From an optimization exercise on the open Yosys and OpenROAD flow, aimed at small area and a short achievable clock period; shortcuts taken in it are not production practice.
In this exercise RTL edits were held to simulation tests only and were not proved equivalent to the original.
Power is estimated from default activity; no workload was simulated.

--- flow/design.v ---
module mac_pe (
  input  logic        clk_i,
  input  logic        rst_ni,
  input  logic [15:0] a_i,
  input  logic [15:0] b_i,
  input  logic        a_valid_i,
  input  logic        b_valid_i,
  input  logic        acc_en_i,
  input  logic        acc_clr_i,
  output logic [15:0] a_reg_o,
  output logic [15:0] b_reg_o,
  output logic [15:0] acc_x_o,
  output logic [15:0] acc_y_o,
  output logic        acc_t_o
);
  logic p1;
  logic p2;
  logic p3;
  logic p4;
  logic p5;
  logic p6;
  logic p7;
  logic p8;
  logic p9;
  logic p10;
  logic p11;
  logic p12;
  logic p13;
  logic p14;
  logic p15;
  logic p16;
  logic p17;
  logic p18;
  logic p19;
  logic p20;
  logic p21;
  logic p22;
  logic p23;
  logic p24;
  logic p25;
  logic p26;
  logic p27;
  logic p28;
  logic p29;
  logic p30;
  logic p31;
  logic p32;
  logic p33;
  logic p34;
  logic p35;
  logic p36;
  logic p37;
  logic p38;
  logic p39;
  logic p40;
  logic p41;
  logic p42;
  logic p43;
  logic p44;
  logic p45;
  logic p46;
  logic p47;
  logic p48;
  logic p49;
  logic p50;
  logic p51;
  logic p52;
  logic p53;
  logic p54;
  logic p55;
  logic p56;
  logic p57;
  logic p58;
  logic p59;
  logic p60;
  logic p61;
  logic p62;
  logic p63;
  logic p64;
  logic p65;
  logic p66;
  logic p67;
  logic p68;
  logic p69;
  logic p70;
  logic p71;
  logic p72;
  logic p73;
  logic p74;
  logic p75;
  logic p76;
  logic p77;
  logic p78;
  logic p79;
  logic p80;
  logic p81;
  logic p82;
  logic p83;
  logic p84;
  logic p85;
  logic p86;
  logic p87;
  logic p88;
  logic p89;
  logic p90;
  logic p91;
  logic p92;
  logic p93;
  logic p94;
  logic p95;
  logic p96;
  logic p97;
  logic p98;
  logic p99;
  logic p100;
  logic p101;
  logic p102;
  logic p103;
  logic p104;
  logic p105;
  logic p106;
  logic p107;
  logic p108;
  logic p109;
  logic p110;
  logic p111;
  logic p112;
  logic p113;
  logic p114;
  logic p115;
  logic p116;
  logic p117;
  logic p118;
  logic p119;
  logic p120;
  logic p121;
  logic p122;
  logic p123;
  logic p124;
  logic p125;
  logic p126;
  logic p127;
  logic p128;
  logic p129;
  logic p130;
  logic p131;
  logic p132;
  logic p133;
  logic p134;
  logic p135;
  logic p136;
  logic s137;
  logic k138;
  logic s139;
  logic k140;
  logic s141;
  logic k142;
  logic s143;
  logic k144;
  logic s145;
  logic k146;
  logic s147;
  logic k148;
  logic s149;
  logic k150;
  logic s151;
  logic k152;
  logic s153;
  logic k154;
  logic s155;
  logic k156;
  logic s157;
  logic k158;
  logic s159;
  logic k160;
  logic s161;
  logic k162;
  logic s163;
  logic k164;
  logic s165;
  logic k166;
  logic s167;
  logic k168;
  logic s169;
  logic k170;
  logic s171;
  logic k172;
  logic s173;
  logic k174;
  logic s175;
  logic k176;
  logic s177;
  logic k178;
  logic s179;
  logic k180;
  logic s181;
  logic k182;
  logic s183;
  logic k184;
  logic s185;
  logic k186;
  logic s187;
  logic k188;
  logic s189;
  logic k190;
  logic s191;
  logic k192;
  logic s193;
  logic k194;
  logic s195;
  logic k196;
  logic s197;
  logic k198;
  logic s199;
  logic k200;
  logic s201;
  logic k202;
  logic s203;
  logic k204;
  logic s205;
  logic k206;
  logic s207;
  logic k208;
  logic s209;
  logic k210;
  logic s211;
  logic k212;
  logic s213;
  logic k214;
  logic s215;
  logic k216;
  logic s217;
  logic k218;
  logic s219;
  logic k220;
  logic s221;
  logic k222;
  logic s223;
  logic k224;
  logic s225;
  logic k226;
  logic s227;
  logic k228;
  logic s229;
  logic k230;
  logic s231;
  logic k232;
  logic s233;
  logic k234;
  logic s235;
  logic k236;
  logic s237;
  logic k238;
  logic s239;
  logic k240;
  logic s241;
  logic k242;
  logic s243;
  logic k244;
  logic s245;
  logic k246;
  logic s247;
  logic k248;
  logic s249;
  logic k250;
  logic s251;
  logic k252;
  logic s253;
  logic k254;
  logic s255;
  logic k256;
  logic s257;
  logic k258;
  logic s259;
  logic k260;
  logic s261;
  logic k262;
  logic s263;
  logic k264;
  logic s265;
  logic k266;
  logic s267;
  logic k268;
  logic s269;
  logic k270;
  logic s271;
  logic k272;
  logic s273;
  logic k274;
  logic s275;
  logic k276;
  logic s277;
  logic k278;
  logic s279;
  logic k280;
  logic s281;
  logic k282;
  logic s283;
  logic k284;
  logic s285;
  logic k286;
  logic s287;
  logic k288;
  logic s289;
  logic k290;
  logic s291;
  logic k292;
  logic s293;
  logic k294;
  logic s295;
  logic k296;
  logic s297;
  logic k298;
  logic s299;
  logic k300;
  logic s301;
  logic k302;
  logic s303;
  logic k304;
  logic s305;
  logic k306;
  logic s307;
  logic k308;
  logic s309;
  logic k310;
  logic s311;
  logic k312;
  logic s313;
  logic k314;
  logic s315;
  logic k316;
  logic s317;
  logic k318;
  logic s319;
  logic k320;
  logic s321;
  logic k322;
  logic s323;
  logic k324;
  logic s325;
  logic k326;
  logic s327;
  logic k328;
  logic s329;
  logic k330;
  logic s331;
  logic k332;
  logic s333;
  logic k334;
  logic s335;
  logic k336;
  logic s337;
  logic k338;
  logic s339;
  logic k340;
  logic s341;
  logic k342;
  logic s343;
  logic k344;
  logic s345;
  logic k346;
  logic s347;
  logic k348;
  logic s349;
  logic k350;
  logic s351;
  logic k352;
  logic s353;
  logic k354;
  logic s355;
  logic k356;
  logic s357;
  logic k358;
  logic s359;
  logic k360;
  logic s361;
  logic k362;
  logic s363;
  logic k364;
  logic s365;
  logic k366;
  logic s367;
  logic k368;
  logic s369;
  logic k370;
  logic s371;
  logic k372;
  logic s373;
  logic k374;
  logic s375;
  logic k376;
  logic t377;
  logic t378;
  logic t379;
  logic [15:0] nx, ny;
  logic        nt;
  assign p1 = a_i[0] & b_i[0];
  assign p2 = a_i[0] & b_i[1];
  assign p3 = a_i[0] & b_i[2];
  assign p4 = a_i[0] & b_i[3];
  assign p5 = a_i[0] & b_i[4];
  assign p6 = a_i[0] & b_i[5];
  assign p7 = a_i[0] & b_i[6];
  assign p8 = a_i[0] & b_i[7];
  assign p9 = a_i[0] & b_i[8];
  assign p10 = a_i[0] & b_i[9];
  assign p11 = a_i[0] & b_i[10];
  assign p12 = a_i[0] & b_i[11];
  assign p13 = a_i[0] & b_i[12];
  assign p14 = a_i[0] & b_i[13];
  assign p15 = a_i[0] & b_i[14];
  assign p16 = a_i[0] & b_i[15];
  assign p17 = a_i[1] & b_i[0];
  assign p18 = a_i[1] & b_i[1];
  assign p19 = a_i[1] & b_i[2];
  assign p20 = a_i[1] & b_i[3];
  assign p21 = a_i[1] & b_i[4];
  assign p22 = a_i[1] & b_i[5];
  assign p23 = a_i[1] & b_i[6];
  assign p24 = a_i[1] & b_i[7];
  assign p25 = a_i[1] & b_i[8];
  assign p26 = a_i[1] & b_i[9];
  assign p27 = a_i[1] & b_i[10];
  assign p28 = a_i[1] & b_i[11];
  assign p29 = a_i[1] & b_i[12];
  assign p30 = a_i[1] & b_i[13];
  assign p31 = a_i[1] & b_i[14];
  assign p32 = a_i[2] & b_i[0];
  assign p33 = a_i[2] & b_i[1];
  assign p34 = a_i[2] & b_i[2];
  assign p35 = a_i[2] & b_i[3];
  assign p36 = a_i[2] & b_i[4];
  assign p37 = a_i[2] & b_i[5];
  assign p38 = a_i[2] & b_i[6];
  assign p39 = a_i[2] & b_i[7];
  assign p40 = a_i[2] & b_i[8];
  assign p41 = a_i[2] & b_i[9];
  assign p42 = a_i[2] & b_i[10];
  assign p43 = a_i[2] & b_i[11];
  assign p44 = a_i[2] & b_i[12];
  assign p45 = a_i[2] & b_i[13];
  assign p46 = a_i[3] & b_i[0];
  assign p47 = a_i[3] & b_i[1];
  assign p48 = a_i[3] & b_i[2];
  assign p49 = a_i[3] & b_i[3];
  assign p50 = a_i[3] & b_i[4];
  assign p51 = a_i[3] & b_i[5];
  assign p52 = a_i[3] & b_i[6];
  assign p53 = a_i[3] & b_i[7];
  assign p54 = a_i[3] & b_i[8];
  assign p55 = a_i[3] & b_i[9];
  assign p56 = a_i[3] & b_i[10];
  assign p57 = a_i[3] & b_i[11];
  assign p58 = a_i[3] & b_i[12];
  assign p59 = a_i[4] & b_i[0];
  assign p60 = a_i[4] & b_i[1];
  assign p61 = a_i[4] & b_i[2];
  assign p62 = a_i[4] & b_i[3];
  assign p63 = a_i[4] & b_i[4];
  assign p64 = a_i[4] & b_i[5];
  assign p65 = a_i[4] & b_i[6];
  assign p66 = a_i[4] & b_i[7];
  assign p67 = a_i[4] & b_i[8];
  assign p68 = a_i[4] & b_i[9];
  assign p69 = a_i[4] & b_i[10];
  assign p70 = a_i[4] & b_i[11];
  assign p71 = a_i[5] & b_i[0];
  assign p72 = a_i[5] & b_i[1];
  assign p73 = a_i[5] & b_i[2];
  assign p74 = a_i[5] & b_i[3];
  assign p75 = a_i[5] & b_i[4];
  assign p76 = a_i[5] & b_i[5];
  assign p77 = a_i[5] & b_i[6];
  assign p78 = a_i[5] & b_i[7];
  assign p79 = a_i[5] & b_i[8];
  assign p80 = a_i[5] & b_i[9];
  assign p81 = a_i[5] & b_i[10];
  assign p82 = a_i[6] & b_i[0];
  assign p83 = a_i[6] & b_i[1];
  assign p84 = a_i[6] & b_i[2];
  assign p85 = a_i[6] & b_i[3];
  assign p86 = a_i[6] & b_i[4];
  assign p87 = a_i[6] & b_i[5];
  assign p88 = a_i[6] & b_i[6];
  assign p89 = a_i[6] & b_i[7];
  assign p90 = a_i[6] & b_i[8];
  assign p91 = a_i[6] & b_i[9];
  assign p92 = a_i[7] & b_i[0];
  assign p93 = a_i[7] & b_i[1];
  assign p94 = a_i[7] & b_i[2];
  assign p95 = a_i[7] & b_i[3];
  assign p96 = a_i[7] & b_i[4];
  assign p97 = a_i[7] & b_i[5];
  assign p98 = a_i[7] & b_i[6];
  assign p99 = a_i[7] & b_i[7];
  assign p100 = a_i[7] & b_i[8];
  assign p101 = a_i[8] & b_i[0];
  assign p102 = a_i[8] & b_i[1];
  assign p103 = a_i[8] & b_i[2];
  assign p104 = a_i[8] & b_i[3];
  assign p105 = a_i[8] & b_i[4];
  assign p106 = a_i[8] & b_i[5];
  assign p107 = a_i[8] & b_i[6];
  assign p108 = a_i[8] & b_i[7];
  assign p109 = a_i[9] & b_i[0];
  assign p110 = a_i[9] & b_i[1];
  assign p111 = a_i[9] & b_i[2];
  assign p112 = a_i[9] & b_i[3];
  assign p113 = a_i[9] & b_i[4];
  assign p114 = a_i[9] & b_i[5];
  assign p115 = a_i[9] & b_i[6];
  assign p116 = a_i[10] & b_i[0];
  assign p117 = a_i[10] & b_i[1];
  assign p118 = a_i[10] & b_i[2];
  assign p119 = a_i[10] & b_i[3];
  assign p120 = a_i[10] & b_i[4];
  assign p121 = a_i[10] & b_i[5];
  assign p122 = a_i[11] & b_i[0];
  assign p123 = a_i[11] & b_i[1];
  assign p124 = a_i[11] & b_i[2];
  assign p125 = a_i[11] & b_i[3];
  assign p126 = a_i[11] & b_i[4];
  assign p127 = a_i[12] & b_i[0];
  assign p128 = a_i[12] & b_i[1];
  assign p129 = a_i[12] & b_i[2];
  assign p130 = a_i[12] & b_i[3];
  assign p131 = a_i[13] & b_i[0];
  assign p132 = a_i[13] & b_i[1];
  assign p133 = a_i[13] & b_i[2];
  assign p134 = a_i[14] & b_i[0];
  assign p135 = a_i[14] & b_i[1];
  assign p136 = a_i[15] & b_i[0];
  assign s137 = acc_x_o[11] ^ acc_y_o[11];
  assign k138 = acc_x_o[11] & acc_y_o[11];
  assign s139 = acc_x_o[12] ^ acc_y_o[12] ^ p13;
  assign k140 = (acc_x_o[12] & acc_y_o[12]) | (acc_x_o[12] & p13) | (acc_y_o[12] & p13);
  assign s141 = p28 ^ p42;
  assign k142 = p28 & p42;
  assign s143 = acc_x_o[13] ^ acc_y_o[13] ^ p14;
  assign k144 = (acc_x_o[13] & acc_y_o[13]) | (acc_x_o[13] & p14) | (acc_y_o[13] & p14);
  assign s145 = p29 ^ p43 ^ p56;
  assign k146 = (p29 & p43) | (p29 & p56) | (p43 & p56);
  assign s147 = p68 ^ p79;
  assign k148 = p68 & p79;
  assign s149 = acc_x_o[14] ^ acc_y_o[14] ^ p15;
  assign k150 = (acc_x_o[14] & acc_y_o[14]) | (acc_x_o[14] & p15) | (acc_y_o[14] & p15);
  assign s151 = p30 ^ p44 ^ p57;
  assign k152 = (p30 & p44) | (p30 & p57) | (p44 & p57);
  assign s153 = p69 ^ p80 ^ p90;
  assign k154 = (p69 & p80) | (p69 & p90) | (p80 & p90);
  assign s155 = p99 ^ p107;
  assign k156 = p99 & p107;
  assign s157 = acc_x_o[7] ^ acc_y_o[7];
  assign k158 = acc_x_o[7] & acc_y_o[7];
  assign s159 = acc_x_o[8] ^ acc_y_o[8] ^ p9;
  assign k160 = (acc_x_o[8] & acc_y_o[8]) | (acc_x_o[8] & p9) | (acc_y_o[8] & p9);
  assign s161 = p24 ^ p38;
  assign k162 = p24 & p38;
  assign s163 = acc_x_o[9] ^ acc_y_o[9] ^ p10;
  assign k164 = (acc_x_o[9] & acc_y_o[9]) | (acc_x_o[9] & p10) | (acc_y_o[9] & p10);
  assign s165 = p25 ^ p39 ^ p52;
  assign k166 = (p25 & p39) | (p25 & p52) | (p39 & p52);
  assign s167 = p64 ^ p75;
  assign k168 = p64 & p75;
  assign s169 = acc_x_o[10] ^ acc_y_o[10] ^ p11;
  assign k170 = (acc_x_o[10] & acc_y_o[10]) | (acc_x_o[10] & p11) | (acc_y_o[10] & p11);
  assign s171 = p26 ^ p40 ^ p53;
  assign k172 = (p26 & p40) | (p26 & p53) | (p40 & p53);
  assign s173 = p65 ^ p76 ^ p86;
  assign k174 = (p65 & p76) | (p65 & p86) | (p76 & p86);
  assign s175 = p95 ^ p103;
  assign k176 = p95 & p103;
  assign s177 = p12 ^ p27 ^ p41;
  assign k178 = (p12 & p27) | (p12 & p41) | (p27 & p41);
  assign s179 = p54 ^ p66 ^ p77;
  assign k180 = (p54 & p66) | (p54 & p77) | (p66 & p77);
  assign s181 = p87 ^ p96 ^ p104;
  assign k182 = (p87 & p96) | (p87 & p104) | (p96 & p104);
  assign s183 = p111 ^ p117 ^ p122;
  assign k184 = (p111 & p117) | (p111 & p122) | (p117 & p122);
  assign s185 = p55 ^ p67 ^ p78;
  assign k186 = (p55 & p67) | (p55 & p78) | (p67 & p78);
  assign s187 = p88 ^ p97 ^ p105;
  assign k188 = (p88 & p97) | (p88 & p105) | (p97 & p105);
  assign s189 = p112 ^ p118 ^ p123;
  assign k190 = (p112 & p118) | (p112 & p123) | (p118 & p123);
  assign s191 = p127 ^ k138 ^ s139;
  assign k192 = (p127 & k138) | (p127 & s139) | (k138 & s139);
  assign s193 = p89 ^ p98 ^ p106;
  assign k194 = (p89 & p98) | (p89 & p106) | (p98 & p106);
  assign s195 = p113 ^ p119 ^ p124;
  assign k196 = (p113 & p119) | (p113 & p124) | (p119 & p124);
  assign s197 = p128 ^ p131 ^ k140;
  assign k198 = (p128 & p131) | (p128 & k140) | (p131 & k140);
  assign s199 = k142 ^ s143 ^ s145;
  assign k200 = (k142 & s143) | (k142 & s145) | (s143 & s145);
  assign s201 = p114 ^ p120 ^ p125;
  assign k202 = (p114 & p120) | (p114 & p125) | (p120 & p125);
  assign s203 = p129 ^ p132 ^ p134;
  assign k204 = (p129 & p132) | (p129 & p134) | (p132 & p134);
  assign s205 = k144 ^ k146 ^ k148;
  assign k206 = (k144 & k146) | (k144 & k148) | (k146 & k148);
  assign s207 = s149 ^ s151 ^ s153;
  assign k208 = (s149 & s151) | (s149 & s153) | (s151 & s153);
  assign s209 = acc_x_o[4] ^ acc_y_o[4];
  assign k210 = acc_x_o[4] & acc_y_o[4];
  assign s211 = acc_x_o[5] ^ acc_y_o[5] ^ p6;
  assign k212 = (acc_x_o[5] & acc_y_o[5]) | (acc_x_o[5] & p6) | (acc_y_o[5] & p6);
  assign s213 = p21 ^ p35;
  assign k214 = p21 & p35;
  assign s215 = acc_x_o[6] ^ acc_y_o[6] ^ p7;
  assign k216 = (acc_x_o[6] & acc_y_o[6]) | (acc_x_o[6] & p7) | (acc_y_o[6] & p7);
  assign s217 = p22 ^ p36 ^ p49;
  assign k218 = (p22 & p36) | (p22 & p49) | (p36 & p49);
  assign s219 = p61 ^ p72;
  assign k220 = p61 & p72;
  assign s221 = p8 ^ p23 ^ p37;
  assign k222 = (p8 & p23) | (p8 & p37) | (p23 & p37);
  assign s223 = p50 ^ p62 ^ p73;
  assign k224 = (p50 & p62) | (p50 & p73) | (p62 & p73);
  assign s225 = p83 ^ p92 ^ s157;
  assign k226 = (p83 & p92) | (p83 & s157) | (p92 & s157);
  assign s227 = p51 ^ p63 ^ p74;
  assign k228 = (p51 & p63) | (p51 & p74) | (p63 & p74);
  assign s229 = p84 ^ p93 ^ p101;
  assign k230 = (p84 & p93) | (p84 & p101) | (p93 & p101);
  assign s231 = k158 ^ s159 ^ s161;
  assign k232 = (k158 & s159) | (k158 & s161) | (s159 & s161);
  assign s233 = p85 ^ p94 ^ p102;
  assign k234 = (p85 & p94) | (p85 & p102) | (p94 & p102);
  assign s235 = p109 ^ k160 ^ k162;
  assign k236 = (p109 & k160) | (p109 & k162) | (k160 & k162);
  assign s237 = s163 ^ s165 ^ s167;
  assign k238 = (s163 & s165) | (s163 & s167) | (s165 & s167);
  assign s239 = p110 ^ p116 ^ k164;
  assign k240 = (p110 & p116) | (p110 & k164) | (p116 & k164);
  assign s241 = k166 ^ k168 ^ s169;
  assign k242 = (k166 & k168) | (k166 & s169) | (k168 & s169);
  assign s243 = s171 ^ s173 ^ s175;
  assign k244 = (s171 & s173) | (s171 & s175) | (s173 & s175);
  assign s245 = s137 ^ k170 ^ k172;
  assign k246 = (s137 & k170) | (s137 & k172) | (k170 & k172);
  assign s247 = k174 ^ k176 ^ s177;
  assign k248 = (k174 & k176) | (k174 & s177) | (k176 & s177);
  assign s249 = s179 ^ s181 ^ s183;
  assign k250 = (s179 & s181) | (s179 & s183) | (s181 & s183);
  assign s251 = s141 ^ k178 ^ k180;
  assign k252 = (s141 & k178) | (s141 & k180) | (k178 & k180);
  assign s253 = k182 ^ k184 ^ s185;
  assign k254 = (k182 & k184) | (k182 & s185) | (k184 & s185);
  assign s255 = s187 ^ s189 ^ s191;
  assign k256 = (s187 & s189) | (s187 & s191) | (s189 & s191);
  assign s257 = s147 ^ k186 ^ k188;
  assign k258 = (s147 & k186) | (s147 & k188) | (k186 & k188);
  assign s259 = k190 ^ k192 ^ s193;
  assign k260 = (k190 & k192) | (k190 & s193) | (k192 & s193);
  assign s261 = s195 ^ s197 ^ s199;
  assign k262 = (s195 & s197) | (s195 & s199) | (s197 & s199);
  assign s263 = s155 ^ k194 ^ k196;
  assign k264 = (s155 & k194) | (s155 & k196) | (k194 & k196);
  assign s265 = k198 ^ k200 ^ s201;
  assign k266 = (k198 & k200) | (k198 & s201) | (k200 & s201);
  assign s267 = s203 ^ s205 ^ s207;
  assign k268 = (s203 & s205) | (s203 & s207) | (s205 & s207);
  assign s269 = acc_x_o[2] ^ acc_y_o[2];
  assign k270 = acc_x_o[2] & acc_y_o[2];
  assign s271 = acc_x_o[3] ^ acc_y_o[3] ^ p4;
  assign k272 = (acc_x_o[3] & acc_y_o[3]) | (acc_x_o[3] & p4) | (acc_y_o[3] & p4);
  assign s273 = p19 ^ p33;
  assign k274 = p19 & p33;
  assign s275 = p5 ^ p20 ^ p34;
  assign k276 = (p5 & p20) | (p5 & p34) | (p20 & p34);
  assign s277 = p47 ^ p59 ^ s209;
  assign k278 = (p47 & p59) | (p47 & s209) | (p59 & s209);
  assign s279 = p48 ^ p60 ^ p71;
  assign k280 = (p48 & p60) | (p48 & p71) | (p60 & p71);
  assign s281 = k210 ^ s211 ^ s213;
  assign k282 = (k210 & s211) | (k210 & s213) | (s211 & s213);
  assign s283 = p82 ^ k212 ^ k214;
  assign k284 = (p82 & k212) | (p82 & k214) | (k212 & k214);
  assign s285 = s215 ^ s217 ^ s219;
  assign k286 = (s215 & s217) | (s215 & s219) | (s217 & s219);
  assign s287 = k216 ^ k218 ^ k220;
  assign k288 = (k216 & k218) | (k216 & k220) | (k218 & k220);
  assign s289 = s221 ^ s223 ^ s225;
  assign k290 = (s221 & s223) | (s221 & s225) | (s223 & s225);
  assign s291 = k222 ^ k224 ^ k226;
  assign k292 = (k222 & k224) | (k222 & k226) | (k224 & k226);
  assign s293 = s227 ^ s229 ^ s231;
  assign k294 = (s227 & s229) | (s227 & s231) | (s229 & s231);
  assign s295 = k228 ^ k230 ^ k232;
  assign k296 = (k228 & k230) | (k228 & k232) | (k230 & k232);
  assign s297 = s233 ^ s235 ^ s237;
  assign k298 = (s233 & s235) | (s233 & s237) | (s235 & s237);
  assign s299 = k234 ^ k236 ^ k238;
  assign k300 = (k234 & k236) | (k234 & k238) | (k236 & k238);
  assign s301 = s239 ^ s241 ^ s243;
  assign k302 = (s239 & s241) | (s239 & s243) | (s241 & s243);
  assign s303 = k240 ^ k242 ^ k244;
  assign k304 = (k240 & k242) | (k240 & k244) | (k242 & k244);
  assign s305 = s245 ^ s247 ^ s249;
  assign k306 = (s245 & s247) | (s245 & s249) | (s247 & s249);
  assign s307 = k246 ^ k248 ^ k250;
  assign k308 = (k246 & k248) | (k246 & k250) | (k248 & k250);
  assign s309 = s251 ^ s253 ^ s255;
  assign k310 = (s251 & s253) | (s251 & s255) | (s253 & s255);
  assign s311 = k252 ^ k254 ^ k256;
  assign k312 = (k252 & k254) | (k252 & k256) | (k254 & k256);
  assign s313 = s257 ^ s259 ^ s261;
  assign k314 = (s257 & s259) | (s257 & s261) | (s259 & s261);
  assign s315 = k258 ^ k260 ^ k262;
  assign k316 = (k258 & k260) | (k258 & k262) | (k260 & k262);
  assign s317 = s263 ^ s265 ^ s267;
  assign k318 = (s263 & s265) | (s263 & s267) | (s265 & s267);
  assign s319 = acc_x_o[1] ^ acc_y_o[1];
  assign k320 = acc_x_o[1] & acc_y_o[1];
  assign s321 = p3 ^ p18 ^ p32;
  assign k322 = (p3 & p18) | (p3 & p32) | (p18 & p32);
  assign s323 = p46 ^ k270 ^ s271;
  assign k324 = (p46 & k270) | (p46 & s271) | (k270 & s271);
  assign s325 = k272 ^ k274 ^ s275;
  assign k326 = (k272 & k274) | (k272 & s275) | (k274 & s275);
  assign s327 = k276 ^ k278 ^ s279;
  assign k328 = (k276 & k278) | (k276 & s279) | (k278 & s279);
  assign s329 = k280 ^ k282 ^ s283;
  assign k330 = (k280 & k282) | (k280 & s283) | (k282 & s283);
  assign s331 = k284 ^ k286 ^ s287;
  assign k332 = (k284 & k286) | (k284 & s287) | (k286 & s287);
  assign s333 = k288 ^ k290 ^ s291;
  assign k334 = (k288 & k290) | (k288 & s291) | (k290 & s291);
  assign s335 = k292 ^ k294 ^ s295;
  assign k336 = (k292 & k294) | (k292 & s295) | (k294 & s295);
  assign s337 = k296 ^ k298 ^ s299;
  assign k338 = (k296 & k298) | (k296 & s299) | (k298 & s299);
  assign s339 = k300 ^ k302 ^ s303;
  assign k340 = (k300 & k302) | (k300 & s303) | (k302 & s303);
  assign s341 = k304 ^ k306 ^ s307;
  assign k342 = (k304 & k306) | (k304 & s307) | (k306 & s307);
  assign s343 = k308 ^ k310 ^ s311;
  assign k344 = (k308 & k310) | (k308 & s311) | (k310 & s311);
  assign s345 = k312 ^ k314 ^ s315;
  assign k346 = (k312 & k314) | (k312 & s315) | (k314 & s315);
  assign s347 = acc_x_o[0] ^ p1;
  assign k348 = acc_x_o[0] & p1;
  assign s349 = p2 ^ p17 ^ s319;
  assign k350 = (p2 & p17) | (p2 & s319) | (p17 & s319);
  assign s351 = s269 ^ k320 ^ s321;
  assign k352 = (s269 & k320) | (s269 & s321) | (k320 & s321);
  assign s353 = s273 ^ k322 ^ s323;
  assign k354 = (s273 & k322) | (s273 & s323) | (k322 & s323);
  assign s355 = s277 ^ k324 ^ s325;
  assign k356 = (s277 & k324) | (s277 & s325) | (k324 & s325);
  assign s357 = s281 ^ k326 ^ s327;
  assign k358 = (s281 & k326) | (s281 & s327) | (k326 & s327);
  assign s359 = s285 ^ k328 ^ s329;
  assign k360 = (s285 & k328) | (s285 & s329) | (k328 & s329);
  assign s361 = s289 ^ k330 ^ s331;
  assign k362 = (s289 & k330) | (s289 & s331) | (k330 & s331);
  assign s363 = s293 ^ k332 ^ s333;
  assign k364 = (s293 & k332) | (s293 & s333) | (k332 & s333);
  assign s365 = s297 ^ k334 ^ s335;
  assign k366 = (s297 & k334) | (s297 & s335) | (k334 & s335);
  assign s367 = s301 ^ k336 ^ s337;
  assign k368 = (s301 & k336) | (s301 & s337) | (k336 & s337);
  assign s369 = s305 ^ k338 ^ s339;
  assign k370 = (s305 & k338) | (s305 & s339) | (k338 & s339);
  assign s371 = s309 ^ k340 ^ s341;
  assign k372 = (s309 & k340) | (s309 & s341) | (k340 & s341);
  assign s373 = s313 ^ k342 ^ s343;
  assign k374 = (s313 & k342) | (s313 & s343) | (k342 & s343);
  assign s375 = s317 ^ k344 ^ s345;
  assign k376 = (s317 & k344) | (s317 & s345) | (k344 & s345);
  assign t377 = acc_x_o[15] ^ acc_y_o[15] ^ acc_t_o ^ p16 ^ p31 ^ p45 ^ p58 ^ p70 ^ p81 ^ p91 ^ p100 ^ p108 ^ p115 ^ p121 ^ p126 ^ p130 ^ p133 ^ p135 ^ p136 ^ k150 ^ k152 ^ k154 ^ k156 ^ k202 ^ k204 ^ k206 ^ k208 ^ k264 ^ k266 ^ k268;
  assign t378 = k316 ^ k318 ^ k346;
  assign t379 = k376;
  assign nx = {t377, k374, k372, k370, k368, k366, k364, k362, k360, k358, k356, k354, k352, k350, k348, s347};
  assign ny = {t378, s375, s373, s371, s369, s367, s365, s363, s361, s359, s357, s355, s353, s351, s349, 1'b0};
  assign nt = t379;
  always_ff @(posedge clk_i) begin
    if (a_valid_i) a_reg_o <= a_i;
    if (b_valid_i) b_reg_o <= b_i;
  end
  always_ff @(posedge clk_i or negedge rst_ni) begin
    if (!rst_ni) begin
      acc_x_o <= '0;
      acc_y_o <= '0;
      acc_t_o <= 1'b0;
    end else if (acc_clr_i) begin
      acc_x_o <= '0;
      acc_y_o <= '0;
      acc_t_o <= 1'b0;
    end else if (acc_en_i) begin
      acc_x_o <= nx;
      acc_y_o <= ny;
      acc_t_o <= nt;
    end
  end
endmodule
module mac_array #(
  parameter int unsigned DATA_WIDTH = 16,
  parameter int unsigned M_ROWS     = 4,
  parameter int unsigned N_COLS     = 4,
  parameter int unsigned PE_COUNT   = M_ROWS * N_COLS
)(
  input  logic                                clk_i,
  input  logic                                rst_ni,
  input  logic [  M_ROWS-1:0][DATA_WIDTH-1:0] array_a_i,
  input  logic [  N_COLS-1:0][DATA_WIDTH-1:0] array_b_i,
  input  logic                                feed_a_valid_i,
  input  logic                                feed_b_valid_i,
  input  logic                                a_clr_i,
  input  logic                                b_clr_i,
  input  logic                                acc_clr_i,
  output logic [PE_COUNT-1:0][DATA_WIDTH-1:0] acc_x_o,
  output logic [PE_COUNT-1:0][DATA_WIDTH-1:0] acc_y_o,
  output logic [PE_COUNT-1:0]                 acc_t_o
);
  logic [M_ROWS-1:0][N_COLS-1:0][DATA_WIDTH-1:0] a_reg;
  logic [M_ROWS-1:0][N_COLS-1:0][DATA_WIDTH-1:0] b_reg;
  logic [N_COLS-1:0] a_live;
  logic [M_ROWS-1:0] b_live;
  logic              acc_valid;
  assign acc_valid = feed_a_valid_i | feed_b_valid_i;
  always_ff @(posedge clk_i or negedge rst_ni) begin
    if (!rst_ni) begin
      a_live <= '0;
    end else if (a_clr_i) begin
      a_live <= '0;
    end else if (feed_a_valid_i) begin
      a_live <= {a_live[N_COLS-2:0], 1'b1};
    end
  end
  always_ff @(posedge clk_i or negedge rst_ni) begin
    if (!rst_ni) begin
      b_live <= '0;
    end else if (b_clr_i) begin
      b_live <= '0;
    end else if (feed_b_valid_i) begin
      b_live <= {b_live[M_ROWS-2:0], 1'b1};
    end
  end
  genvar i, j;
  generate
    for (i = 0; i < M_ROWS; i++) begin : array_row
      for (j = 0; j < N_COLS; j++) begin : array_col
        logic [DATA_WIDTH-1:0] a_in, b_in;
        logic                  a_in_live, b_in_live;
        if (j == 0) begin : a_port
          assign a_in      = array_a_i[i];
          assign a_in_live = 1'b1;
        end else begin : a_chain
          assign a_in      = a_reg[i][j-1];
          assign a_in_live = a_live[j-1];
        end
        if (i == 0) begin : b_port
          assign b_in      = array_b_i[j];
          assign b_in_live = 1'b1;
        end else begin : b_chain
          assign b_in      = b_reg[i-1][j];
          assign b_in_live = b_live[i-1];
        end
        mac_pe i_mac_pe (
          .clk_i      ( clk_i                      ),
          .rst_ni     ( rst_ni                     ),
          .a_i        ( a_in                       ),
          .b_i        ( b_in                       ),
          .a_valid_i  ( feed_a_valid_i             ),
          .b_valid_i  ( feed_b_valid_i             ),
          .acc_en_i   ( acc_valid & a_in_live & b_in_live ),
          .acc_clr_i  ( acc_clr_i                  ),
          .a_reg_o    ( a_reg[i][j]                ),
          .b_reg_o    ( b_reg[i][j]                ),
          .acc_x_o    ( acc_x_o[i * N_COLS + j]    ),
          .acc_y_o    ( acc_y_o[i * N_COLS + j]    ),
          .acc_t_o    ( acc_t_o[i * N_COLS + j]    )
        );
      end
    end
  endgenerate
endmodule
module stream_out #(
  parameter int unsigned DATA_WIDTH = 16,
  parameter int unsigned TOTAL_ELEM = 16
)(
  input  logic                                  clk_i,
  input  logic                                  rst_ni,
  input  logic [TOTAL_ELEM-1:0][DATA_WIDTH-1:0] bus_x_i,
  input  logic [TOTAL_ELEM-1:0][DATA_WIDTH-1:0] bus_y_i,
  input  logic [TOTAL_ELEM-1:0]                 bus_t_i,
  input  logic                                  start_stream_i,
  input  logic                                  stream_clr_i,
  output logic                 [DATA_WIDTH-1:0] stream_data_o,
  output logic                                  stream_valid_o
);
  logic [TOTAL_ELEM-1:0] index_oh;
  logic streaming_active;
  logic counter_done;
  logic [DATA_WIDTH-1:0] sel_x, sel_y;
  logic                  sel_t;
  assign counter_done = index_oh[TOTAL_ELEM-1];
  always_comb begin
    sel_x = '0;
    sel_y = '0;
    sel_t = 1'b0;
    for (int k = 0; k < TOTAL_ELEM; k++) begin
      sel_x = sel_x | (bus_x_i[k] & {DATA_WIDTH{index_oh[k]}});
      sel_y = sel_y | (bus_y_i[k] & {DATA_WIDTH{index_oh[k]}});
      sel_t = sel_t | (bus_t_i[k] & index_oh[k]);
    end
  end
  always_ff @(posedge clk_i or negedge rst_ni) begin
    if (!rst_ni) begin
      streaming_active <= 1'b0;
    end else if (counter_done || stream_clr_i) begin
      streaming_active <= 1'b0;
    end else if (start_stream_i) begin
      streaming_active <= 1'b1;
    end
  end
  always_ff @(posedge clk_i or negedge rst_ni) begin
    if (!rst_ni) begin
      index_oh[0] <= 1'b1;
    end else if (counter_done || stream_clr_i) begin
      index_oh[0] <= 1'b1;
    end else if (start_stream_i || streaming_active) begin
      index_oh[0] <= 1'b0;
    end
  end
  always_ff @(posedge clk_i or negedge rst_ni) begin
    if (!rst_ni) begin
      index_oh[TOTAL_ELEM-1:1] <= '0;
    end else if (counter_done || stream_clr_i) begin
      index_oh[TOTAL_ELEM-1:1] <= '0;
    end else if (start_stream_i || streaming_active) begin
      index_oh[TOTAL_ELEM-1:1] <= index_oh[TOTAL_ELEM-2:0];
    end
  end
  always_ff @(posedge clk_i or negedge rst_ni) begin
    if (!rst_ni) begin
      stream_data_o  <= '0;
      stream_valid_o <= 1'b0;
    end else if (stream_clr_i) begin
      stream_data_o  <= '0;
      stream_valid_o <= 1'b0;
    end else if (start_stream_i || streaming_active) begin
      stream_data_o  <= sel_x + sel_y + {sel_t, {(DATA_WIDTH-1){1'b0}}};
      stream_valid_o <= 1'b1;
    end else begin
      stream_valid_o <= 1'b0;
    end
  end
endmodule
module top_systolic_array #(
  parameter int unsigned DATA_WIDTH = 16,
  parameter int unsigned RESET_VAL  = 0,
  parameter int unsigned M_ROWS     = 4,
  parameter int unsigned N_COLS     = 4,
  parameter int unsigned TOTAL_ELEM = M_ROWS * N_COLS
)(
  input  logic clk_i,
  input  logic rst_ni,
  input  logic [M_ROWS*DATA_WIDTH-1:0] array_a_i,
  input  logic [N_COLS*DATA_WIDTH-1:0] array_b_i,
  input  logic feed_a_valid_i,
  input  logic feed_b_valid_i,
  input  logic a_clr_i,
  input  logic b_clr_i,
  input  logic acc_clr_i,
  input  logic start_stream_i,
  input  logic stream_clr_i,
  output logic stream_valid_o,
  output logic [DATA_WIDTH-1:0] stream_data_o
);
  logic [TOTAL_ELEM-1:0][DATA_WIDTH-1:0] bus_x, bus_y;
  logic [TOTAL_ELEM-1:0]                 bus_t;
  mac_array #(
    .DATA_WIDTH      ( DATA_WIDTH     ),
    .M_ROWS          ( M_ROWS         ),
    .N_COLS          ( N_COLS         )
  ) i_mac_array (
    .clk_i           ( clk_i          ),
    .rst_ni          ( rst_ni         ),
    .array_a_i       ( array_a_i      ),
    .array_b_i       ( array_b_i      ),
    .feed_a_valid_i  ( feed_a_valid_i ),
    .feed_b_valid_i  ( feed_b_valid_i ),
    .a_clr_i         ( a_clr_i        ),
    .b_clr_i         ( b_clr_i        ),
    .acc_clr_i       ( acc_clr_i      ),
    .acc_x_o         ( bus_x          ),
    .acc_y_o         ( bus_y          ),
    .acc_t_o         ( bus_t          )
  );
  stream_out #(
    .DATA_WIDTH      ( DATA_WIDTH     ),
    .TOTAL_ELEM      ( TOTAL_ELEM     )
  ) i_stream_out (
    .clk_i           ( clk_i          ),
    .rst_ni          ( rst_ni         ),
    .bus_x_i         ( bus_x          ),
    .bus_y_i         ( bus_y          ),
    .bus_t_i         ( bus_t          ),
    .start_stream_i  ( start_stream_i ),
    .stream_clr_i    ( stream_clr_i   ),
    .stream_data_o   ( stream_data_o  ),
    .stream_valid_o  ( stream_valid_o )
  );
endmodule
--- flow/flow/run.sh ---
#!/bin/bash
# Layout flow: the standard ORFS flow with two changes.
#  1. After the standard synthesis, flow/polarity.py re-phases the full-adder
#     cells (a full adder is self-dual) so fewer inverters are needed between
#     them. Registers and every other cell are kept as synthesised.
#  2. Ports are buffered with a plain buffer (buf_4) instead of the delay
#     cell buffer_ports picks by default.
#  3. Extra make settings, one per line, from flow/extra.txt (here: clock
#     tree synthesis without dummy loads).
# Each tool's output goes to a log file of its own in this folder.
set -euo pipefail
R=orfs/results/sky130hd/top_systolic_array/base
EXTRA=("BUFFER_PORTS_ARGS=-buffer_cell sky130_fd_sc_hd__buf_4")
if [[ -f flow/extra.txt ]]; then
  while read -r l; do [[ -n "$l" ]] && EXTRA+=("$l"); done < flow/extra.txt
fi
export BUFFER_PORTS_ARGS="-buffer_cell sky130_fd_sc_hd__buf_4"
bash standard.sh "${EXTRA[@]}" synth > make_synth.log 2>&1
cp $R/1_2_yosys.v 1_2_yosys.standard.v
python3 flow/polarity.py 1_2_yosys.standard.v $R/1_2_yosys.v > polarity.log 2>&1
touch $R/1_2_yosys.v
bash standard.sh "${EXTRA[@]}" finish > make_finish.log 2>&1
--- flow/flow/extra.txt ---
CTS_ARGS=-sink_clustering_enable -repair_clock_nets -dont_use_dummy_load
--- flow/flow/polarity.py ---
#!/usr/bin/env python3
"""Re-phase full adders in a mapped sky130 netlist to remove inverters.

A full adder is self-dual: FA(~a,~b,~c) = (~sum, ~cout). Flipping the phase of
an adder cell inverts what it needs on its inputs and what it drives on its
outputs, without changing the cell. This script picks a phase per sky130 fa_*
cell (greedy local search) to minimise the number of inverters needed, then
rebuilds the inverter trees it touched. Registers and all other cells are left
as they are. Usage: polarity.py IN.v OUT.v
"""
import re, sys, random

LIB = '/OpenROAD-flow-scripts/flow/platforms/sky130hd/lib/sky130_fd_sc_hd__tt_025C_1v80.lib'
OUTS = {'X', 'Y', 'Q', 'Q_N', 'SUM', 'COUT', 'HI', 'LO'}
src = open(sys.argv[1]).read()

inst_re = re.compile(r'^(\s*)(sky130_fd_sc_hd__\w+)\s+(\S+)\s*\((.*?)\n\s*\);\n', re.S | re.M)
pin_re = re.compile(r'\.(\w+)\((.*?)\)\s*(?:,|$)', re.M)

cells = []
for m in inst_re.finditer(src):
    typ, name, body = m.group(2), m.group(3), m.group(4)
    pins = [(p, n.strip()) for p, n in pin_re.findall(body)]
    cells.append(dict(typ=typ, name=name, pins=pins, span=m.span(), indent=m.group(1)))

# module ports
hdr = src[:src.index(');')]
ports = set()
for m in re.finditer(r'^\s*(input|output|inout)\s+(?:wire\s+)?(\[[^\]]*\]\s*)?(\S+?)\s*;', src, re.M):
    ports.add(m.group(3))
def base(n):
    n = n.strip()
    if n.startswith('\\'):
        b = n.split(' ')[0]
    else:
        b = n
    return re.sub(r'\[\d+\]$', '', b) if not n.startswith('\\') else b.rstrip()

def is_port(n):
    b = n.strip()
    if b.startswith('\\'):
        return b.split(' ')[0] in ports or b in ports
    return re.sub(r'\s*\[\d+\]$', '', b) in ports

driver = {}
loads = {}
for ci, c in enumerate(cells):
    for p, n in c['pins']:
        if not n or n.startswith("1'") or n.startswith('{'):
            continue
        if p in OUTS:
            driver[n] = (ci, p)
        else:
            loads.setdefault(n, []).append((ci, p))

def is_inv(ci):
    return re.match(r'sky130_fd_sc_hd__(clk)?inv_\d+$', cells[ci]['typ']) is not None
def is_fa(ci):
    return re.match(r'sky130_fd_sc_hd__fa_\d+$', cells[ci]['typ']) is not None

# roots: nets not driven by an inverter
def pinnet(ci, p):
    for q, n in cells[ci]['pins']:
        if q == p:
            return n
roots = {}
for n in set(list(driver) + list(loads)):
    d = driver.get(n)
    if d is not None and is_inv(d[0]):
        continue
    # walk the inverter tree
    cons = []  # (ci, pin, polarity)
    invs = []
    nets = [n]
    stack = [(n, 0)]
    bad = is_port(n)
    while stack:
        m, q = stack.pop()
        for ci, p in loads.get(m, []):
            if is_inv(ci):
                invs.append(ci)
                y = pinnet(ci, 'Y')
                nets.append(y)
                if is_port(y):
                    bad = True
                stack.append((y, q ^ 1))
            else:
                cons.append((ci, p, q))
    roots[n] = dict(cons=cons, invs=invs, nets=nets, bad=bad,
                    src=d[0] if d is not None else None)

fas = [ci for ci in range(len(cells)) if is_fa(ci)]
fa_set = set(fas)
x = {ci: 0 for ci in fas}

# Simple gates whose output phase can be swapped by using the complementary
# cell (and2 <-> nand2, or2 <-> nor2, xor2 <-> xnor2).
lib = open(LIB).read()
AREA = {m.group(1): float(m.group(2)) for m in re.finditer(
    r'cell \(\"?(sky130_fd_sc_hd__\w+)\"?\)\s*\{.*?area\s*:\s*([0-9.]+)', lib, re.S)}
PAIRS = [('and2', 'nand2', 'X', 'Y'), ('or2', 'nor2', 'X', 'Y'), ('xor2', 'xnor2', 'X', 'Y')]
swap = {}   # ci -> (newtype, oldout, newout, area delta)
for ci, c in enumerate(cells):
    m = re.match(r'sky130_fd_sc_hd__(\w+?)_(\d+)$', c['typ'])
    if not m:
        continue
    fam, sz = m.group(1), m.group(2)
    for a, b, pa, pb in PAIRS:
        for f1, f2, p1, p2 in ((a, b, pa, pb), (b, a, pb, pa)):
            if fam == f1:
                nt = f"sky130_fd_sc_hd__{f2}_{sz}"
                if nt in AREA:
                    swap[ci] = (nt, p1, p2, AREA[nt] - AREA[c['typ']])
for ci in swap:
    x[ci] = 0
INV = AREA['sky130_fd_sc_hd__inv_1']
fixed = set()
for r, R in roots.items():
    if R['bad'] or R['src'] is None:
        for ci, p, q in R['cons']:
            if ci in fa_set:
                fixed.add(ci)
        if R['src'] in x:
            fixed.add(R['src'])

def need(R, ci, q):
    xs = x.get(R['src'], 0) if R['src'] is not None else 0
    return q ^ xs ^ (x[ci] if ci in fa_set else 0)

def cost(R):
    g = R['src']
    c0 = swap[g][3] if (g in swap and x[g]) else 0.0
    if not R['cons']:
        return c0
    return c0 + (INV * R['w'] if any(need(R, ci, q) for ci, p, q in R['cons']) else 0)

# An inverter between the last adders and the accumulator registers' input
# logic sits on the critical path: weigh it more.
for r, R in roots.items():
    R['w'] = 3.0 if (R['src'] in fa_set and any(ci not in fa_set for ci, p, q in R['cons'])) else 1.0
fa_roots = {ci: set() for ci in x}
for r, R in roots.items():
    if R['src'] in x:
        fa_roots[R['src']].add(r)
    for ci, p, q in R['cons']:
        if ci in x:
            fa_roots[ci].add(r)

total0 = sum(cost(R) for R in roots.values())
orig_inv = sum(len(R['invs']) for R in roots.values())
random.seed(1)
import math
order = [f for f in x if f not in fixed]
cur = total0
best = cur
bestx = dict(x)
T = 2.0 * INV
steps = 300 * max(1, len(order))
for step in range(steps):
    f = order[random.randrange(len(order))]
    rs = fa_roots[f]
    before = sum(cost(roots[r]) for r in rs)
    x[f] ^= 1
    after = sum(cost(roots[r]) for r in rs)
    d = after - before
    if d <= 0 or random.random() < math.exp(-d / T):
        cur += d
        if cur < best:
            best = cur
            bestx = dict(x)
    else:
        x[f] ^= 1
    T = max(0.02, 2.0 * INV * (1 - step / steps))
x = bestx
total1 = sum(cost(R) for R in roots.values())
sys.stderr.write(f"fa={len(fas)} swappable gates={len(swap)} fixed={len(fixed)} "
                 f"flipped fa={sum(x[f] for f in fas)} gates={sum(x[g] for g in swap)} "
                 f"inverters: original {orig_inv}; cost (um2) before {total0:.1f}, after {total1:.1f}\n")

# rebuild: for every root touching an FA, drop its inverters and reconnect.
edits = {}      # ci -> {pin: newnet}
remove = set()
newcells = []
newwires = []
k = 0
for r, R in roots.items():
    touches = (R['src'] in x and (R['src'] not in swap or x[R['src']])) or any(ci in fas and x[ci] for ci, p, q in R['cons']) or (R['src'] in fas) or any(ci in fas for ci, p, q in R['cons'])
    if not touches or R['bad'] or not R['cons']:
        continue
    inv_net = None
    for ci in R['invs']:
        remove.add(ci)
    for ci, p, q in R['cons']:
        if need(R, ci, q):
            if inv_net is None:
                k += 1
                inv_net = f"_pol_net_{k}_"
                newwires.append(inv_net)
                newcells.append((f"_pol_inv_{k}_", r, inv_net))
            edits.setdefault(ci, {})[p] = inv_net
        else:
            edits.setdefault(ci, {})[p] = r

def esc(n):
    return n + ' ' if n.startswith('\\') else n

out = []
pos = 0
for ci, c in enumerate(cells):
    s, e = c['span']
    out.append(src[pos:s])
    pos = e
    if ci in remove:
        continue
    pins = c['pins']
    ed = edits.get(ci, {})
    typ = c['typ']
    ren = {}
    if ci in swap and x[ci]:
        typ, po, pn, _ = swap[ci]
        ren = {po: pn}
    body = ",\n".join(f"{c['indent']}  .{ren.get(p, p)}({esc(ed.get(p, n))})" for p, n in pins)
    out.append(f"{c['indent']}{typ} {c['name']} (\n{body}\n{c['indent']});\n")
rest = src[pos:]
i = rest.rindex('endmodule')
add = "".join(f"  wire {w};\n" for w in newwires)
add += "".join(f"  sky130_fd_sc_hd__inv_1 {n} (\n    .A({esc(a)}),\n    .Y({y})\n  );\n" for n, a, y in newcells)
out.append(rest[:i] + add + rest[i:])
open(sys.argv[2], 'w').write("".join(out))
sys.stderr.write(f"removed {len(remove)} inverters, added {len(newcells)}\n")
--- flow/standard.sh ---
#!/bin/bash
# synth_recipe.tcl (not shown) runs the flow's synth.tcl, then flattens the netlist and writes it again
# the make line also repeats each setting of config.mk as NAME=value (left out here)
make -C /OpenROAD-flow-scripts/flow DESIGN_CONFIG=/design/flow/config.mk WORK_HOME=/design/flow/orfs CLKGATE_MAP_FILE= SYNTH_SCRIPT=/design/flow/synth_recipe.tcl "${@:-finish}"
--- flow/config.mk ---
export PLATFORM = sky130hd
export DESIGN_NAME = top_systolic_array
export DESIGN_NICKNAME = top_systolic_array
export VERILOG_FILES = /design/flow/design.v
export SDC_FILE = /design/flow/constraint.sdc
export NUM_CORES = 4
export LEC_CHECK = 0
export CAP_MARGIN = 20
export CORE_MARGIN = 2
export CORE_UTILIZATION = 70
export SETUP_SLACK_MARGIN = 4.0
export SLEW_MARGIN = 20
--- flow/constraint.sdc ---
create_clock -name core_clock -period 8.0 [get_ports {clk_i}]
set_input_delay 1.6000 -clock core_clock [delete_from_list [all_inputs] [get_ports {clk_i}]]
set_output_delay 1.6000 -clock core_clock [all_outputs]
set_load 0.01 [all_outputs]
==> results of run 1 <==
## final cells by class
type / count / share of cell area (%)
antenna: 17 / 0.04415
multi-input combinational: 6099 / 62.63
tap: 1650 / 2.143
inverter: 732 / 2.852
clock buffer: 105 / 2.727
sequential: 936 / 26.32
timing repair buffer: 355 / 3.284
## path summary, 6_finish.rpt
path / startpoint / to / cells after the start
max: array_b_i[61] / register / 12
min: register / register / 0
max reg2reg: register / register / 11
min reg2reg: register / register / 0
max in group asynchronous: rst_ni / async pin / 2
min in group asynchronous: rst_ni / async pin / 1
## per-stage QoR
step           utilization (%)  instance area (sq um)  cells  hold WS, ns
6_report                 76.63                  96350   9894       0.4684
5_1_grt                  76.60                  96310   9877       0.4938
4_1_cts                  75.77                  95270   9815       0.4637
3_5_place_dp             72.93                  91700   9625       0.4459
3_3_place_gp             72.92                  91690   9625       0.4491
2_1_floorplan                -                  90180   8174       0.4206
## per-layer routing
metal	global-route usage (%)	vias to the layer above	wire (microns)
met5	0	-	347
met1	64.72	34250	104000
met4	37.60	26	31670
met2	74.56	6117	140900
li1	-	25800	-
met3	21.10	1607	51570
## registers in the layout, indices dropped and copies added, names as in the netlist
signal / flops
i_mac_array.array_row.array_col.i_mac_pe.acc_y_o: 240
i_mac_array.array_row.array_col.i_mac_pe.b_reg_o: 192
i_mac_array.array_row.array_col.i_mac_pe.a_reg_o: 192
i_stream_out.streaming_active: 1
i_stream_out.stream_valid_o: 1
i_stream_out.index_oh: 16
i_mac_array.array_row.array_col.i_mac_pe.acc_x_o: 256
i_mac_array.b_live: 3
i_stream_out.stream_data_o: 16
i_mac_array.a_live: 3
i_mac_array.array_row.array_col.i_mac_pe.acc_t_o: 16
## critical path, delay by kind of cell
family	cells	cell delay [ns]
and+or+nand+nor	3	0.25
adders and majority gates	6	2.78
buffers and inverters	2	0.15
AOI/OAI and AO/OA	1	0.16
## cell usage in the layout (no fill, tap or decap), types with 11 or more instances in the layout
master / count
o21ai_1: 51
a22o_1: 167
diode_2: 17
fa_2: 182
a211oi_1: 24
a221oi_2: 14
nand2_4: 21
dfrtp_1: 543
xnor2_1: 419
nand2_2: 35
o31ai_1: 53
and2_1: 493
nand4_1: 31
buf_6: 27
nor3_1: 11
edfxtp_1: 384
ha_1: 266
nand2_1: 2096
fa_1: 1499
buf_4: 293
xor2_1: 73
a21oi_1: 33
nor2_1: 53
and2_4: 26
buf_8: 11
a221oi_1: 104
inv_1: 725
o21ai_2: 15
buf_12: 22
clkbuf_16: 105
o21ai_0: 316
## power by group through the flow
stage          Combinational, mW  Clock, mW  Sequential [mW]
2_1_floorplan               8.97          0             6.01
3_3_place_gp                11.4          0             7.02
3_5_place_dp                12.0          0             7.03
4_1_cts                     12.3       4.19             6.90
5_1_grt                     14.1       4.36             6.96
6_report                    12.6       4.22             7.04
## repair_timing
item                                    4_1_cts  5_1_grt
endpoints found under the setup margin       58      105
gates resized for setup                      73      136
pin swaps                                    25       80
buffers inserted                             85       62
==> flow_summary.ini, run 1 <==
[run_status]
status = timing/DRC/antenna clean

[setup_path]
crit_fanout = 3
critical-path-max-stage-delay_ns = 0.52
regToRegSetupSlack_ns = 3.74
slowest_stage = fa_1
arrival_ns = 4.94
path_cells = buf_8 -> and2_4 -> fa_1 -> inv_1 -> fa_1 -> fa_2 -> fa_2 -> fa_2 -> fa_1 -> nor2_1 -> a21oi_1 -> nor2_1
critPathLaunchType = primary input
critPathCaptureType = register
crit_type = in -> reg
worstPathRequired_ns = 8.59

[yosys]
netlist_instances = 8174
ys_warn_count = 3
syn_avg_cell_area_sq_um = 10.86
synth_nets = 10260
synth_area_sq_um = 88810

[sta]
timing.final.crit_share_pct = 54.29
slew-limit-headroom_pct = 23.56
drv_slew = 0
setup_ws_ns = 3.657
worst_slew_pin_slew_ns = 1.146
grt_setup_unrepaired = yes
setup_viol = 0
fin_tns_setup_ns = 0
finalHoldViolCount = 0
skew_ns = 0.07934
finalCriticalPeriod_ns = 4.343
fmax_mhz = 230.3

[placed_design]
globalplace.congestion = 1.079
io_buffers = 153
hpwl_microns = 249600
dp_slack_ns = 2.833

[power_and_ir_drop]
irDropWorstVdd_mv = 0.2349
sw_frac_of_total_pct = 42.27
pwr-share-seq_pct = 29.5
clkPwrFrac_pct = 17.7
p_int_mw = 13.75
power_density_nw_per_um2 = 247.3
power.switching_mw = 10.07
p_leak_nw = 37.09
power_mw = 23.82
combPwrFrac_pct = 52.7

[die]
start_util_pct = 70.63
io_pins = 154
chipWidth_microns = 360.2
fp.dieH_microns = 360.2
row_count = 130
fp.coreArea_sq_um = 125700
die_area_sq_um = 129700

[cts]
cts.path.max_buffers = 3
clk_pin_slew_ns = 0.06
root_buffer = clkbuf_16
cts_max_level = 3
cts_tree = yes
clk_latency_ns = 0.79
cts.sinks = 936
hold_buffers = 0
numCtsBuffers = 105

[detailed_routing]
postRouteAntennaNets = 0
vias = 67790
first_pass_iters = 6
routed_wl_microns = 328400
wl_per_cell_microns = 33.20
drt_iter0_drc = 9746
drc = 0
via_per_inst = 6.852

[layout]
regArea_sq_um = 25360
drive_gt1_share_pct = 9.931
multi_input_area_sq_um = 60340
syn_to_final_growth_pct = 8.493
n_fill_cell = 7676
nets = 10310

[global_routing]
overflow = 0
grt_max_degree = 144
antenna_found_initial = 30
grt_pass1_wl_microns = 479700
grtUsageTotal_pct = 52.15
grt_pass1_vias = 70780

[job]
max_cap_violations = 0

[worst_hold_path]
hold_class = reg -> reg
==> run 2: changes to the inputs <==
--- a/flow/config.mk
+++ b/flow/config.mk
@@ -8,5 +8,5 @@
 export CAP_MARGIN = 20
 export CORE_MARGIN = 2
-export CORE_UTILIZATION = 70
+export CORE_UTILIZATION = 60
 export SETUP_SLACK_MARGIN = 4.0
 export SLEW_MARGIN = 20
==> flow_summary.ini, run 2 <==
[setup_path]
slowest_stage = fa_1
arrival_ns = 4.88
cp_top_family = adder cells
cp_num_buf_inv = 2
critical-path-max-stage-delay_ns = 0.53
cp.depth = 12
crit_fanout = 2
path_common_cell = fa_1
path_cells = buf_8 -> and2_4 -> fa_1 -> inv_1 -> fa_1 -> fa_2 -> fa_2 -> fa_1 -> fa_1 -> nor2_1 -> a21oi_1 -> nor2_1
worstRegToRegCells = 10
crit_type = in -> reg
worstPathRequired_ns = 8.60
critPathCaptureType = register
critPathLaunchType = primary input

[global_routing]
grt_pass1_vias = 68100
grt_pass1_wl_microns = 481300
antenna_found_initial = 17
top_usage_layer = met2
use_met3_pct = 14.94
overflow = 0
met2_usage_pct = 65.42
grtUsageMet1_pct = 59.00
grtUsageTotal_pct = 45.09
grt_max_degree = 155

[sta]
timing.final.crit_share_pct = 53.47
fin_tns_setup_ns = 0
setup_viol = 0
worst_slew_pin_slew_ns = 1.103
finalCriticalPeriod_ns = 4.278
slew-limit-headroom_pct = 26.49
fmax_mhz = 233.8
finalHoldViolCount = 0
skew_ns = 0.06972
grt_setup_unrepaired = yes
drv_slew = 0
setup_ws_ns = 3.722

[layout]
final_common_cell = nand2_1
regArea_sq_um = 25360
multi_input_area_sq_um = 60360
regMostFlops = i_mac_array.array_row.array_col.i_mac_pe.acc_x_o
syn_to_final_growth_pct = 8.880
n_fill_cell = 11290
drive_gt1_share_pct = 9.780
postLayoutCellArea_sq_um = 96700
largest_reg_flops = 256
final_cell_mix = nand2_1 (2101), fa_1 (1506), inv_1 (724)
reg_top3 = i_mac_array.array_row.array_col.i_mac_pe.acc_x_o x256, i_mac_array.array_row.array_col.i_mac_pe.acc_y_o x240
nets = 10310

[die]
start_util_pct = 60.29
row_count = 141
die_area_sq_um = 151100
io_pins = 154
fp.dieH_microns = 388.7
chipWidth_microns = 388.7
fp.coreArea_sq_um = 147300

[detailed_routing]
vias = 64680
drc = 0
routed_wl_microns = 330500
drt_iter0_drc = 7513
via_per_inst = 6.365
postRouteAntennaNets = 0
first_pass_iters = 7
wl_per_cell_microns = 32.52

[placed_design]
hpwl_microns = 254400
globalplace.congestion = 1.092
dp_slack_ns = 2.891
io_buffers = 153
dpl_cell_area_sq_um = 92110

[yosys]
ys_warn_count = 3
synth_nets = 10260
syn_avg_cell_area_sq_um = 10.86
synth_area_sq_um = 88810
netlist_instances = 8174

[run_status]
status = timing/DRC/antenna clean

[cts]
cts.path.max_buffers = 3
cts.sinks = 936
hold_buffers = 0
clk_pin_slew_ns = 0.06
clk_latency_ns = 0.76
numCtsBuffers = 106
root_buffer = clkbuf_16
cts_max_level = 3
cts_tree = yes

[worst_hold_path]
holdPathStages = 0
hold_class = reg -> reg

[power_and_ir_drop]
p_leak_nw = 37.09
irDropWorstVdd_mv = 0.1799
power_density_nw_per_um2 = 244.8

[job]
max_cap_violations = 0
run 2: metal layers:
metal	vias to the layer above	wire (microns)
li1	25800	-
met3	936	42230
met1	33660	118400
met5	-	69
met2	4274	143500
met4	10	26280
run 2: path summary, 6_finish.rpt:
| kind | start | endpoint | slack (ns) |
|---|---|---|---|
| worst max register to register | register | register | 3.83 |
| min in group asynchronous | rst_ni | async pin | 0.95 |
| worst min register to register | register | register | 0.46 |
| max in group asynchronous | rst_ni | async pin | 5.56 |
| worst min-delay path | register | register | 0.46 |
| worst max-delay path | array_b_i[61] | register | 3.72 |
run 2: cell type report:
cell class	instances	share of cell area, %
inverter	732	2.842
tap	1930	2.497
timing repair buffer	348	3.236
antenna	11	0.02847
multi-input combinational	6099	62.42
sequential	936	26.23
clock buffer	106	2.743
run 2: power breakdown:
group	switching (mW)	internal, mW	leakage, nW
logic	6.54	5.89	24.5
registers	1.45	5.55	11.3
clock network	1.94	2.30	1.31
total	9.94	13.7	37.1
run 2: through the flow:
step	util (%)	cells	hold WS [ns]	power (mW)
2_1_floorplan	-	8174	0.4206	14.99
4_1_cts	65.01	10100	0.4583	23.51
3_3_place_gp	62.53	9908	0.4399	18.78
6_report	65.64	10160	0.4577	23.67
5_1_grt	65.62	10150	0.4685	25.42
3_5_place_dp	62.53	9908	0.4431	19.10
run 2: what timing repair did:
action	4_1_cts	5_1_grt
setup buffers	82	54
resized for setup	91	109
gates cloned	0	1
pin swaps	29	66
setup endpoints to repair	168	174

## afterwards: timing with drivers on the ports
In the flow no input, the clock included, has a driving cell. The finished layouts below were timed again as built, in two steps.
Step 1: set_driving_cell puts a clkbuf_16 on clk_i and a buf_2 on each other input, an assumption about the parent block.
Step 2 adds t to the input delays and takes it off the output delays; t is the mean of the earliest and latest rising clock arrival at the registers after step 1. Input paths then give back, and output paths get back, about the clock's delay inside the block.
a / b / c = ideal ports / drivers / drivers and shift; a / b = the first two.
run	t, ns	setup WS [ns]	latest minus earliest clock arrival (ns)	slew at the worst register clock pin (ns)
run 1	0.832	3.657 / 3.701 / 2.870	0.081 / 0.081	0.07 / 0.07
run 2	0.814	3.722 / 3.767 / 2.953	0.074 / 0.074	0.07 / 0.07
After both steps every run listed still meets setup and hold. For run 1, which loses most, drivers alone change the setup slack by +0.044 ns; drivers and shift together by -0.787 ns.
